Background: an optimization exercise with open tools, aiming at small area and a short achievable clock period. Do not read the settings as production practice.
In this exercise RTL edits were held to simulation tests only and were not proved equivalent to the original.
No activity file was given, so power comes from the tool's default toggle rates.

JK:
## Processor_with_Power_Gating
module Processor_with_Power_Gating(
    input  wire clk,
    input  wire reset,
    input  wire [3:0] alu_a,
    input  wire [3:0] alu_b,
    input  wire [2:0] alu_opcode,
    output wire [3:0] alu_result,
    input  wire [3:0] mem_addr,
    input  wire [7:0] mem_data_in,
    input  wire mem_write_en,
    input  wire mem_req_valid,
    output wire [7:0] mem_data_out,
    input  wire [7:0] io_in,
    input  wire io_write_en,
    input  wire io_read_request,
    output wire [7:0] io_out,
    output wire alu_idle,
    output wire mem_idle,
    output wire io_idle,
    output wire alu_power_gated,
    output wire mem_power_gated,
    output wire io_power_gated,
    output wire system_power_save_mode,
    output wire [1:0] active_modules_count,
    output wire [7:0] power_efficiency_metric,
    output wire alu_clk_en,
    output wire mem_clk_en,
    output wire io_clk_en
);
Size in the first run: about 860 cells after synthesis, about 250 flip-flops, roughly 0.012 mm^2 of cells after synthesis.
export LEC_CHECK = 0
export CAP_MARGIN = 20
export CORE_MARGIN = 2
export CORE_UTILIZATION = 40
export SLEW_MARGIN = 20
create_clock -name core_clock -period 90.0 [get_ports {clk}]
standard.sh (not shown) runs the stock make flow with config.mk's settings and CLKGATE_MAP_FILE= SYNTH_SCRIPT=/design/flow/synth_recipe.tcl, a recipe that flattens the netlist after the stock synthesis.
==> flow/flow/run.sh <==
#!/bin/bash
# The standard layout (the standard.sh, unchanged synthesis and steps),
# with two changes:
#  - the port buffers that global placement inserts on every input and output
#    are sky130_fd_sc_hd__buf_2 instead of the default clkdlybuf4s50_1 delay
#    cell;
#  - clock tree synthesis inserts no dummy load cells, and builds the tree
#    from small clock buffers.
set -euo pipefail
export BUFFER_PORTS_ARGS="-buffer_cell sky130_fd_sc_hd__buf_2"
export CTS_ARGS="-sink_clustering_enable -repair_clock_nets -dont_use_dummy_load -root_buf sky130_fd_sc_hd__clkbuf_16 -buf_list {sky130_fd_sc_hd__clkbuf_2}"
bash standard.sh > standard.log 2>&1
Input-level comparison between MS and JK:
Settings: swapping 40 for 65 in CORE_UTILIZATION.
-- flow/flow/run.sh --
<<< JK, line 10
export BUFFER_PORTS_ARGS="-buffer_cell sky130_fd_sc_hd__buf_2"
export CTS_ARGS="-sink_clustering_enable -repair_clock_nets -dont_use_dummy_load -root_buf sky130_fd_sc_hd__clkbuf_16 -buf_list {sky130_fd_sc_hd__clkbuf_2}"
bash standard.sh > standard.log 2>&1
>>> MS, line 10
export BUFFER_PORTS_ARGS="-buffer_cell sky130_fd_sc_hd__buf_2"
export CTS_ARGS="-sink_clustering_enable -repair_clock_nets -dont_use_dummy_load -root_buf sky130_fd_sc_hd__clkbuf_8 -buf_list {sky130_fd_sc_hd__clkbuf_2}"
bash standard.sh > standard.log 2>&1
Notes after the runs:
Of JK and MS, the run reporting the lower met3 track demand over resource was JK.
For JK, the standard cell with the maximum stage delay on the critical path was sky130_fd_sc_hd__nor2_1, unlike MS, where it was sky130_fd_sc_hd__a221oi_1.
Looking at total power across JK and MS, the one that comes out higher is JK.
Lower via density per instance goes to JK over MS.
Diff JK -> MS: fraction of area in multi-input gates picked up an extra 1.1 points; summed area of non-filler cells in the final layout lost about 3%; fraction of area in registers picked up an extra 1.6 points.
Of JK and MS, JK shows the higher setup slack, with MS below it.
MS vs JK: worst hold slack up
Taking JK as the reference, in MS share of layout cells above drive strength 1 fell 0.72 points; depth of the critical timing path with buffers and inverters included higher.
Input changes introduced in AL (baseline for comparison: MS):
Settings: CORE_UTILIZATION now 80, was 65.
-- flow/flow/run.sh --
<<< MS, line 10
export BUFFER_PORTS_ARGS="-buffer_cell sky130_fd_sc_hd__buf_2"
export CTS_ARGS="-sink_clustering_enable -repair_clock_nets -dont_use_dummy_load -root_buf sky130_fd_sc_hd__clkbuf_8 -buf_list {sky130_fd_sc_hd__clkbuf_2}"
bash standard.sh > standard.log 2>&1
>>> AL, line 10
export BUFFER_PORTS_ARGS="-buffer_cell sky130_fd_sc_hd__buf_2"
export CTS_ARGS="-sink_clustering_enable -repair_clock_nets -dont_use_dummy_load -root_buf sky130_fd_sc_hd__clkbuf_16 -buf_list {sky130_fd_sc_hd__clkbuf_2}"
bash standard.sh > standard.log 2>&1
### Flow results
Going from MS to AL, wire length on met2 went up by 14%; power +about 3%; share of the final layout cell area in multi-input gates essentially unchanged.

========
job 3240:
Processor_with_Power_Gating, a different RTL version from the one above (not shown whole).
For scale: about 940 cells after synthesis, ~77 I/O pins.
==> flow/config.mk <==
export PLATFORM = sky130hd
export DESIGN_NAME = Processor_with_Power_Gating
export DESIGN_NICKNAME = Processor_with_Power_Gating
export VERILOG_FILES = /design/flow/design.v
export SDC_FILE = /design/flow/constraint.sdc
export NUM_CORES = 4
export LEC_CHECK = 0
export CAP_MARGIN = 20
export CORE_MARGIN = 2
export CORE_UTILIZATION = 40
export SLEW_MARGIN = 20
==> flow/constraint.sdc <==
create_clock -name core_clock -period 90.0 [get_ports {clk}]
set_input_delay 18.0000 -clock core_clock [delete_from_list [all_inputs] [get_ports {clk}]]
set_output_delay 18.0000 -clock core_clock [all_outputs]
set_load 0.01 [all_outputs]
==> flow/flow/run.sh <==
#!/bin/bash
# The standard layout (the standard.sh, unchanged synthesis and steps),
# with two changes:
#  - the port buffers that global placement inserts on every input and output
#    are sky130_fd_sc_hd__buf_2 instead of the default clkdlybuf4s50_1 delay
#    cell;
#  - clock tree synthesis inserts no dummy load cells, and builds the tree
#    from small clock buffers.
set -euo pipefail
export BUFFER_PORTS_ARGS="-buffer_cell sky130_fd_sc_hd__buf_2"
export CTS_ARGS="-sink_clustering_enable -repair_clock_nets -dont_use_dummy_load -buf_list {sky130_fd_sc_hd__clkbuf_2}"
bash standard.sh > standard.log 2>&1
Job 3240 completed end to end with timing, DRC and antenna clean.
What job 8835 does differently from job 3240 at the input level:
- a change of SLEW_MARGIN from 20 to 80
- a change of CAP_MARGIN from 20 to 80
==> flow/flow/run.sh <==
#!/bin/bash
# The standard layout (the standard.sh, unchanged synthesis and steps),
# with one change: the port buffers that global placement inserts on every
# input and output are sky130_fd_sc_hd__buf_2 instead of the cell
# buffer_ports picks by default (a clkdlybuf4s50_1 delay cell).
set -euo pipefail
export BUFFER_PORTS_ARGS="-buffer_cell sky130_fd_sc_hd__buf_2"
bash standard.sh > standard.log 2>&1
--- outcome ---
Max critical path depth across job 3240 and job 8835: job 8835
Job 8835 vs job 3240, final worst setup slack went down by 0.27 ns.
Origin of the worst setup path: io_inst.ctrl.clk_en -> job 3240, mem_req_valid -> job 8835
Delta (job 8835 minus job 3240): relative contribution of combinational cells to total power fell by 0.7 points; utilization rose by 5.6 points.
[diff] total power, job 8835 relative to job 3240: regression
Count of buffers added by post-CTS timing repair for setup: job 3240 vs job 8835 identical
In terms of global-route usage, job 8835 and job 3240 differ only marginally.
Job 8835 does worse than job 3240 on peak ir drop on the vdd network.
## Diff of input files: job 1608 against job 8835
- swapping 80 for 20 in SLEW_MARGIN
- swapping 80 for 20 in CAP_MARGIN
==> flow/flow/run.sh <==
#!/bin/bash
# The standard layout (the standard.sh, unchanged synthesis and steps),
# with two changes:
#  - the port buffers that global placement inserts on every input and output
#    are sky130_fd_sc_hd__buf_2 instead of the default clkdlybuf4s50_1 delay
#    cell;
#  - clock tree synthesis inserts no dummy load cells, and builds the tree
#    from small clock buffers.
set -euo pipefail
export BUFFER_PORTS_ARGS="-buffer_cell sky130_fd_sc_hd__buf_2"
export CTS_ARGS="-sink_clustering_enable -repair_clock_nets -dont_use_dummy_load -buf_list {sky130_fd_sc_hd__clkbuf_2}"
export SETUP_SLACK_MARGIN=70.8
bash standard.sh > standard.log 2>&1
[summary]
Job 8835 reached the end of the flow, and the finished layout is clean on the timing, design-rule and antenna checks.
Job 1608 ended with every stage complete and zero timing, DRC or antenna violations.
Against job 8835, job 1608 reports a total inserted antenna cells that is higher.
The setup slack of job 1608 is larger than that of job 8835.
The routing usage on met2 number comes out higher for job 8835 vs job 1608.
Of job 1608 and job 8835, the higher routed via count divided by cell count belongs to job 8835.
Job 1608 vs job 8835 — worst IR drop on VDD dropped by more than half
Looking only at number of instances resized during post-cts repair, and setting everything else aside, the higher value of job 1608 and job 8835 goes to job 1608.
Compared job 1608 vs job 8835, and total met2 wirelength after detailed routing is down in job 1608.
Row net count of the finished layout: job 1608 lower / job 8835 higher

========
Another version of the RTL of Processor_with_Power_Gating (not shown whole).
Size: about 880 cells after synthesis, ~250 flip-flops, about 77 I/O pins, roughly 12000 sq um of cells after synthesis.
clock: 90.0 ns
lec_check: 0
cap_margin: 20
core_margin: 2
core_utilization: 40
slew_margin: 20
==> flow/flow/run.sh <==
#!/bin/bash
# The standard layout (the standard.sh, unchanged synthesis and steps),
# with two changes:
#  - the port buffers that global placement inserts on every input and output
#    are sky130_fd_sc_hd__buf_2 instead of the default clkdlybuf4s50_1 delay
#    cell;
#  - clock tree synthesis inserts no dummy load cells, and builds the tree
#    from small clock buffers.
set -euo pipefail
export BUFFER_PORTS_ARGS="-buffer_cell sky130_fd_sc_hd__buf_1"
export CTS_ARGS="-sink_clustering_enable -repair_clock_nets -dont_use_dummy_load -root_buf sky130_fd_sc_hd__clkbuf_16 -buf_list {sky130_fd_sc_hd__clkbuf_2}"
bash standard.sh > standard.log 2>&1
The starting point passed the timing, design-rule and antenna checks.
Change:
--- a/flow/flow/run.sh
+++ b/flow/flow/run.sh
@@ -9,3 +9,3 @@
 set -euo pipefail
-export BUFFER_PORTS_ARGS="-buffer_cell sky130_fd_sc_hd__buf_1"
+export BUFFER_PORTS_ARGS="-buffer_cell sky130_fd_sc_hd__buf_2"
 export CTS_ARGS="-sink_clustering_enable -repair_clock_nets -dont_use_dummy_load -root_buf sky130_fd_sc_hd__clkbuf_16 -buf_list {sky130_fd_sc_hd__clkbuf_2}"
--- a/flow/config.mk
+++ b/flow/config.mk
@@ -9,3 +9,3 @@
 export CORE_MARGIN = 2
-export CORE_UTILIZATION = 40
+export CORE_UTILIZATION = 65
 export SLEW_MARGIN = 20
Outcome: The new run passed the timing, design-rule and antenna checks; sequential power stays flat; cell area fell by 2.1%; synthesized area does not change; worst setup slack improved by 0.30 ns; count of clock-buffer cells in the layout fell by 8; critical path depth fell by 4; clock skew stays flat; total power fell by 5.2%; non-clock buffer count fell by 7; synthesized cell count stays the same; wire length fell by 3.2%.
Change:
--- a/flow/flow/run.sh
+++ b/flow/flow/run.sh
@@ -10,3 +10,3 @@
 export BUFFER_PORTS_ARGS="-buffer_cell sky130_fd_sc_hd__buf_2"
-export CTS_ARGS="-sink_clustering_enable -repair_clock_nets -dont_use_dummy_load -root_buf sky130_fd_sc_hd__clkbuf_16 -buf_list {sky130_fd_sc_hd__clkbuf_2}"
+export CTS_ARGS="-sink_clustering_enable -repair_clock_nets -dont_use_dummy_load -root_buf sky130_fd_sc_hd__clkbuf_16 -buf_list {sky130_fd_sc_hd__clkbuf_4} -sink_clustering_size 12"
 bash standard.sh > standard.log 2>&1
--- a/flow/config.mk
+++ b/flow/config.mk
@@ -9,3 +9,3 @@
 export CORE_MARGIN = 2
-export CORE_UTILIZATION = 65
+export CORE_UTILIZATION = 40
 export SLEW_MARGIN = 20
What happened: The changed run finished clean. Sequential cell count is unchanged. Synthesized area stays the same. Count of clock-buffer cells in the layout goes up by 8. Core utilization came out lower by 25 points. Synthesized cell count is unchanged. Critical path depth increases by 4. Setup slack degrades by 0.041 ns. Final area goes up by 3.6%. Register-to-register slack degrades by 0.18 ns. Routed wire length is higher by 3.2%. Power came out higher by 12%.

-- what the ideal ports hide --
In the flow no input, the clock included, has a driving cell. The finished layouts below were timed again as built, in two steps.
Step 1 (the two cells are an assumption about what drives the block):
set clk [get_ports {clk}]
set_driving_cell -lib_cell sky130_fd_sc_hd__clkbuf_16 $clk
set_driving_cell -lib_cell sky130_fd_sc_hd__buf_2 [delete_from_list [all_inputs] $clk]
Step 2 times the ports against the registers' clock, not the clock port: input delays grow and output delays shrink by t, the midpoint of the rising clock arrivals with the driver on.
a / b / c = ideal / step 1 / step 2; a / b = the first two.
| run | t (ns) | slack for setup (ns) | latest minus earliest clock arrival (ns) | worst slew at a driven data input, ns |
|---|---|---|---|---|
| JK | 0.527 | 70.422 / 70.421 / 69.894 | 0.046 / 0.046 | 0.06 |
| MS | 0.550 | 70.317 / 70.328 / 69.778 | 0.068 / 0.068 | 0.03 |
| AL | 0.511 | 70.316 / 70.317 / 69.806 | 0.056 / 0.056 | 0.04 |
| job 3240 | 0.801 | 70.536 / 70.494 / 69.833 | 0.098 / 0.099 | 0.04 |
| job 8835 | 0.587 | 70.262 / 70.280 / 69.692 | 0.013 / 0.013 | 0.05 |
| job 1608 | 0.801 | 70.591 / 70.546 / 69.979 | 0.150 / 0.151 | 0.05 |
| the first run of note 3 | 0.525 | 70.042 / 70.068 / 69.543 | 0.046 / 0.046 | 0.06 |
| the second run of note 3 | 0.517 | 70.341 / 70.361 / 69.844 | 0.060 / 0.060 | 0.04 |
| the third run of note 3 | 0.522 | 70.300 / 70.322 / 69.801 | 0.047 / 0.047 | 0.06 |
After both steps setup and hold are still met in every run listed. For job 3240, which loses most, drivers alone change the setup slack by -0.042 ns; drivers and shift together by -0.703 ns.
